What follows belongs to an exercise in optimizing a design on an open flow for small area; a production flow would make more cautious choices.
Function was checked by simulation only, so behaviour that the tests miss may differ from the original.

**flow/design.v**
```verilog
module windowBuffer
(
  input  wire        n_rst,
  input  wire        clk,
  input  wire        start_shift,
  input  wire        start_read,
  input  wire [1:0]  shift_direc,
  input  wire [7:0]  data_r,
  input  wire [3:0]  count,
  output wire [3:0]  count_o,
  output wire        read_done,
  output wire        shift_done,
  output wire [0:8][7:0] windowBufferOut
);
  reg [0:8][7:0] windowBuffer;
  wire [0:8][7:0] windowBufferNext;
  wire rd = start_read & ~start_shift;
  wire sh = start_shift & ~start_read;
  wire d0 = ~shift_direc[1] & ~shift_direc[0];
  wire d1 = ~shift_direc[1] &  shift_direc[0];
  wire d2 =  shift_direc[1] & ~shift_direc[0];
  wire d3 =  shift_direc[1] &  shift_direc[0];
  wire sl = sh & d1;
  wire sr = sh & d2;
  wire sd = sh & d3;
  wire c0 = (count == 4'd0);
  wire c1 = (count == 4'd1);
  wire c2 = (count == 4'd2);
  wire [8:0] w;
  assign w[0] = rd & ((d0 & (count == 4'd6)) | (d2 & c2) | (d3 & c0));
  assign w[1] = rd & ((d0 & (count == 4'd7)) | (d3 & c1));
  assign w[2] = rd & ((d0 & (count == 4'd8)) | (d1 & c2) | (d3 & c2));
  assign w[3] = rd & ((d0 & (count == 4'd3)) | (d2 & c1));
  assign w[4] = rd & d0 & (count == 4'd4);
  assign w[5] = rd & ((d0 & (count == 4'd5)) | (d1 & c1));
  assign w[6] = rd & ((d0 & c0) | (d2 & c0));
  assign w[7] = rd & d0 & c1;
  assign w[8] = rd & ((d0 & c2) | (d1 & c0));
  wire valid = d0 ? (count <= 4'd8) : (count <= 4'd2);
  wire clr = rd & ~valid;
  wire busy = sl | sr | sd | clr;
  wire [8:0] h = ~({9{busy}} | w);
  wire [7:0] z = 8'd0;
  assign windowBufferNext[0] = ({8{h[0]}} & windowBuffer[0]) | ({8{sl}} & windowBuffer[1]) | ({8{w[0]}} & data_r);
  assign windowBufferNext[1] = ({8{h[1]}} & windowBuffer[1]) | ({8{sl}} & windowBuffer[2]) | ({8{sr}} & windowBuffer[0]) | ({8{w[1]}} & data_r);
  assign windowBufferNext[2] = ({8{h[2]}} & windowBuffer[2]) | ({8{sr}} & windowBuffer[1]) | ({8{w[2]}} & data_r);
  assign windowBufferNext[3] = ({8{h[3]}} & windowBuffer[3]) | ({8{sl}} & windowBuffer[4]) | ({8{sd}} & windowBuffer[0]) | ({8{w[3]}} & data_r);
  assign windowBufferNext[4] = ({8{h[4]}} & windowBuffer[4]) | ({8{sl}} & windowBuffer[5]) | ({8{sr}} & windowBuffer[3]) | ({8{sd}} & windowBuffer[1]) | ({8{w[4]}} & data_r);
  assign windowBufferNext[5] = ({8{h[5]}} & windowBuffer[5]) | ({8{sr}} & windowBuffer[4]) | ({8{sd}} & windowBuffer[2]) | ({8{w[5]}} & data_r);
  assign windowBufferNext[6] = ({8{h[6]}} & windowBuffer[6]) | ({8{sl}} & windowBuffer[7]) | ({8{sd}} & windowBuffer[3]) | ({8{w[6]}} & data_r);
  assign windowBufferNext[7] = ({8{h[7]}} & windowBuffer[7]) | ({8{sl}} & windowBuffer[8]) | ({8{sr}} & windowBuffer[6]) | ({8{sd}} & windowBuffer[4]) | ({8{w[7]}} & data_r);
  assign windowBufferNext[8] = ({8{h[8]}} & windowBuffer[8]) | ({8{sr}} & windowBuffer[7]) | ({8{sd}} & windowBuffer[5]) | ({8{w[8]}} & data_r);
  always_ff @(negedge n_rst, posedge clk)
    if (n_rst == 1'b0)
      windowBuffer <= '0;
    else
      windowBuffer <= windowBufferNext;
  assign count_o = rd ? count + 4'd1 : 4'd0;
  assign read_done = rd;
  assign shift_done = sh & (shift_direc != 2'b00);
  assign windowBufferOut = windowBuffer;
endmodule
module horizontal_gradient
(
  input  wire [0:8][7:0] windowBuffer,
  output wire [10:0]     sa,
  output wire [10:0]     sb
);
  wire [7:0] P0 = windowBuffer[0];
  wire [7:0] P1 = windowBuffer[1];
  wire [7:0] P2 = windowBuffer[2];
  wire [7:0] P3 = windowBuffer[3];
  wire [7:0] P5 = windowBuffer[5];
  wire [7:0] P6 = windowBuffer[6];
  wire [7:0] P7 = windowBuffer[7];
  wire [7:0] P8 = windowBuffer[8];
  wire [8:0] sd, se, sf, sh;
  ripple_add #(8) u_d (.a(P5), .b(~P3), .ci(1'b1), .s(sd));   
  ripple_add #(8) u_e (.a(P1), .b(~P7), .ci(1'b1), .s(se));   
  ripple_add #(8) u_f (.a(P2), .b(~P6), .ci(1'b1), .s(sf));   
  ripple_add #(8) u_h (.a(P8), .b(~P0), .ci(1'b1), .s(sh));   
  wire [8:0] ne = ~se;
  wire [8:0] ps_a, pc_a, ps_b, pc_b;
  genvar i;
  generate
    for (i = 0; i < 9; i = i + 1) begin : g_csa
      assign ps_a[i] = sd[i] ^ sf[i] ^ se[i];
      assign pc_a[i] = (sd[i] & sf[i]) | (se[i] & (sd[i] ^ sf[i]));
      assign ps_b[i] = sd[i] ^ sh[i] ^ ne[i];
      assign pc_b[i] = (sd[i] & sh[i]) | (ne[i] & (sd[i] ^ sh[i]));
    end
  endgenerate
  wire [10:0] ra, rb;
  ripple_add #(10) u_a (.a({1'b0, ps_a}), .b({pc_a, 1'b0}), .ci(1'b0), .s(ra));
  ripple_add #(10) u_b (.a({1'b0, ps_b}), .b({pc_b, 1'b1}), .ci(1'b0), .s(rb));
  assign sa = ra;
  assign sb = rb;
endmodule
module ripple_add #(parameter N = 8)
(
  input  wire [N-1:0] a,
  input  wire [N-1:0] b,
  input  wire         ci,
  output wire [N:0]   s
);
  wire [N:0] c;
  assign c[0] = ci;
  genvar i;
  generate
    for (i = 0; i < N; i = i + 1) begin : g_fa
      assign s[i]   = a[i] ^ b[i] ^ c[i];
      assign c[i+1] = (a[i] & b[i]) | (c[i] & (a[i] ^ b[i]));
    end
  endgenerate
  assign s[N] = c[N];
endmodule
module total_gradient
(
  input  wire [10:0] sa,
  input  wire [10:0] sb,
  input  wire        en,
  output wire [7:0]  g
);
  wire [2:0] ta = sa[10:8] + 3'd5;
  wire [2:0] tb = sb[10:8] + 3'd5;
  wire [10:0] A = {ta, sa[7:0]};
  wire [10:0] B = {tb, sb[7:0]};
  wire sA = A[10];
  wire sB = B[10];
  wire [9:0] a = A[9:0] ^ {10{sA}};
  wire [9:0] b = B[9:0] ^ {10{sB}};
  wire satA = (|a[9:7]) | (sA & (&a[6:0]));
  wire satB = (|b[9:7]) | (sB & (&b[6:0]));
  wire sat = satA | satB;
  wire [7:0] cmp = {1'b0, a[6:0]} + {1'b0, ~b[6:0]} + {7'd0, (sA | ~sB)};
  wire ge = cmp[7];
  wire [6:0] m0 = ge ? a[6:0] : b[6:0];
  wire       ms = ge ? sA : sB;
  wire [6:0] m = m0 + {6'd0, ms};
  assign g = en ? (sat ? 8'hff : {m, 1'b0}) : 8'h00;
endmodule
module sobel_window (
  input  wire        clk,
  input  wire        n_rst,
  input  wire        start_shift,
  input  wire        start_read,
  input  wire [1:0]  shift_direc,
  input  wire [7:0]  data_r,
  input  wire [3:0]  count,
  input  wire        start_calculations,
  input  wire        start_t_grad,
  output wire [3:0]  count_o,
  output wire        read_done,
  output wire        shift_done,
  output wire [71:0] window,
  output wire        h_done,
  output wire        v_done,
  output wire [7:0]  g
);
  wire [0:8][7:0] windowBufferOut;
  wire [10:0] sa;
  wire [10:0] sb;
  windowBuffer window_buffer (.clk(clk), .n_rst(n_rst), .start_shift(start_shift), .start_read(start_read), .shift_direc(shift_direc), .data_r(data_r), .count(count), .count_o(count_o), .read_done(read_done), .shift_done(shift_done), .windowBufferOut(windowBufferOut));
  horizontal_gradient grad_sums (.windowBuffer(windowBufferOut), .sa(sa), .sb(sb));
  total_gradient total_grad (.sa(sa), .sb(sb), .en(start_calculations & start_t_grad), .g(g));
  assign h_done = start_calculations;
  assign v_done = start_calculations;
  genvar i;
  generate
    for (i = 0; i < 9; i = i + 1) begin : g_win
      assign window[8*i +: 8] = windowBufferOut[i];
    end
  endgenerate
endmodule
```
**flow/run.sh**
```bash
#!/bin/bash
# synth_recipe.tcl (not shown) runs the flow's synth.tcl, then flattens the netlist and writes it again
# the make line also repeats each setting of config.mk as NAME=value (left out here)
make -C /OpenROAD-flow-scripts/flow DESIGN_CONFIG=/design/flow/config.mk WORK_HOME=/design/flow/orfs CLKGATE_MAP_FILE= SYNTH_SCRIPT=/design/flow/synth_recipe.tcl finish
```
**flow/config.mk**
```make
export PLATFORM = sky130hd
export DESIGN_NAME = sobel_window
export DESIGN_NICKNAME = sobel_window
export VERILOG_FILES = /design/flow/design.v
export SDC_FILE = /design/flow/constraint.sdc
export NUM_CORES = 4
export LEC_CHECK = 0
export ABC_AREA = 1
export CAP_MARGIN = 20
export CORE_MARGIN = 2
export CORE_UTILIZATION = 30
export SLEW_MARGIN = 20
```
**flow/constraint.sdc**
```tcl
create_clock -name core_clock -period 12.0 [get_ports {clk}]
set_input_delay 2.4000 -clock core_clock [delete_from_list [all_inputs] [get_ports {clk}]]
set_output_delay 2.4000 -clock core_clock [all_outputs]
set_load 0.01 [all_outputs]
```
==> metrics.cfg <==
[status]
status=complete, no violations

[synth]
synth_seq_cells=72
yosysWarnings=1
yosys.area_share.xor_xnor=0.0303
synth_top_area_frac=0.283
synthCells=778
synth_adder_area_share=0.220
synth_area_per_cell_um2=8.17
async_flop_share=1.00
synthMuxAreaShare=0
synth_flop_cell=dfrtp_1
synthDistinctLibCells=41
synthTopCellsByArea=dfrtp_1 28%, fa_1 17%, nand2_1 13%
yosysSeqAreaShare=0.283
synth_edf_count=0
synth_top_family_by_area=adder cells
synthSimpleGateAreaFrac=0.201
syn-num-nets=878
syn-cell-area_um2=6360
post-synth-top-area-cell=dfrtp_1
synth_compound_area_frac=0.156

[placement]
port_buffers=107
hpwlAfterDp_um=15800
place_ws_ns=0.694
gp_congestion=0.861

[timing]
rsz0062_at_grt=false
fmax_mhz=87.5
finalMaxSlewViolations=0
fin_crit_sh=0.952
fin_hold_ws_ns=0.538
slew_headroom=0.270
hold_violations=0
setup_slack_ns=0.570
tns_ns=0
worst_pin_slew_ns=1.09
fin_crit_ns=11.43
setup_viol_count_final=0
final.setup_skew_ns=0.00752

[clock_network]
cts_buffer_depth=2
cts_tree=done
cts_root_buf=clkbuf_16
cts_buffers=9
cts.sinks=72
clk_pin_slew_ns=0.06
clkLatencyLatePin_ns=0.34
cts_hold_buf=0
htree_levels=3

[die]
die_h_um=150
dieArea_um2=22400
die_w_um=150
boundaryPins=108
start_util=0.304
fp-row-count=53
coreArea_um2=20900

[final_layout]
synthToLayoutAreaGrowth_pct=26.6
regMostFlops=window_buffer.windowBuffer
fillers=2132
antennaDiodeCount=0
finalNetCount=984
largest_reg_flops=72
reg.largest.list=window_buffer.windowBuffer: 72 flops
drive_gt1_frac=0.0664

[setup_path]
r2r_setup_slack_ns=10.75
worstPathArrival_ns=9.03
critPathMaxFanout=16
start_kind=register
crit_type=register to primary output
critPathCaptureType=primary output
critPathMaxStageDelay_ns=0.57
required_ns=9.60
crit_slowest_cell=clkdlybuf4s50_1

[drt]
drt-pass1-iter-count=5
drc_errors=0
totalWireLength_um=22100
vias_per_cell=5.15
via_count=5994
wire_per_inst_um=18.9
first_iter_violations=581
ant_nets=0

[global_route]
grt_max_degree=73
grt_pass1_vias=6057
grt_pass1_wl_um=34100
gr-total-overflow=0
antenna_found_initial=0
grt_usage=0.199

[hold_path]
worstHoldPathType=register to register

[run]
drv_cap=0

## cells in the mapped netlist (4+ instances only)
master and count:
xor2_1 11, nor2_1 34, a221oi_1 12, ha_1 27, o2111ai_1 40, xnor2_1 11, nor2_2 10, o211ai_1 10
a21oi_1 13, nand2_1 214, nand4_1 5, clkbuf_1 12, nor2_4 4, nand3_1 19, dfrtp_1 72, o22ai_1 9
nand2_2 4, inv_1 154, o221ai_1 14, a21oi_2 4, o21ai_0 12, fa_1 53
## final cells by class
type                       instances  area, um2  area share
clock buffer                      11        243      0.0302
clock inverter                     5       80.1     0.00995
inverter                         156        586      0.0727
multi-input combinational        530       3870       0.480
sequential                        72       1800       0.224
tap                              275        344      0.0427
timing repair buffer             115       1130       0.140
## stage by stage
stage	instances	cell area (um2)	util
global route	1164	8050	0.385
finish	1164	8050	0.385
global placement	1146	7710	0.369
CTS	1162	8030	0.384
floorplan	778	6360	-
detailed placement	1146	7710	0.369
## layer usage
metal  GRT usage  vias to the layer above  share of wire  routed length, um
li1            -                     2748              -                  -
met1       0.269                     2880           0.42               9340
met2       0.315                      319           0.46              10200
met3      0.0387                       47          0.086               1890
met4      0.0790                        0          0.030                660
met5           0                        -              0                  0
## path summary, 6_finish.rpt
kind,endpoint,startpoint,depth (start not counted)
max,g[3],window_buffer.windowBuffer[56],35
min,window_buffer.windowBuffer[63],window_buffer.windowBuffer[63],2
max reg2reg,window_buffer.windowBuffer[36],window_buffer.windowBuffer[60],4
min reg2reg,window_buffer.windowBuffer[63],window_buffer.windowBuffer[63],2
max in group asynchronous,window_buffer.windowBuffer[27],n_rst,1
min in group asynchronous,window_buffer.windowBuffer[45],n_rst,1
## cells by family after synthesis
group,count (synthesis)
and+or+nand+nor,299
buffers and inverters,176
AOI/OAI and AO/OA,129
adders and majority gates,80
DFF,72
xor gates and xnor gates,22
## worst max-delay path: cells and delay by family (launching register included)
family	cells	cell delay, ns
compound gates	4	0.85
flops	1	0.41
fa+ha+maj	15	5.09
xor+xnor	1	0.39
buf+inv	11	1.50
simple gates	4	0.45
## timing repair
action | 4_1_cts | 5_1_grt
setup buffers | 0 | 2
endpoints found under the setup margin | 0 | 3
resized for setup | 0 | 1
## placed cells by master (no fill, tap or decap), types with 12 or more instances in the layout
cell type / synthesis / routed
fa_1: 53 / 52
clkdlybuf4s50_1: 0 / 106
a221oi_1: 12 / 12
o2111ai_1: 40 / 40
nand3_1: 19 / 19
ha_1: 27 / 27
nand2_1: 214 / 214
inv_1: 154 / 154
dfrtp_1: 72 / 72
a21oi_1: 13 / 13
o221ai_1: 14 / 14
o21ai_0: 12 / 12
nor2_1: 34 / 33

## separate check: timing with driven ports
In the flow no input, the clock included, has a driving cell. The finished layout below was timed again as built, in two steps. Step 1 sets driving cells, clkbuf_16 on the clock port and buf_2 on the other inputs (assumed; they add their load-dependent delay and slew). Step 2 times the ports against the registers' clock, not the clock port: input delays grow and output delays shrink by t, the midpoint of the rising clock arrivals with the driver on. a / b / c = ideal / step 1 / step 2; a / b = the first two.
shift t [ns]: 0.378
slack for setup (ns): 0.570 / 0.531 / 0.909
latest minus earliest clock arrival (ns): 0.008 / 0.008
worst data-port slew with drivers (ns): 0.03
After both steps setup and hold are still met in this run. For this run, drivers alone change the setup slack by -0.039 ns; drivers and shift together by +0.339 ns.
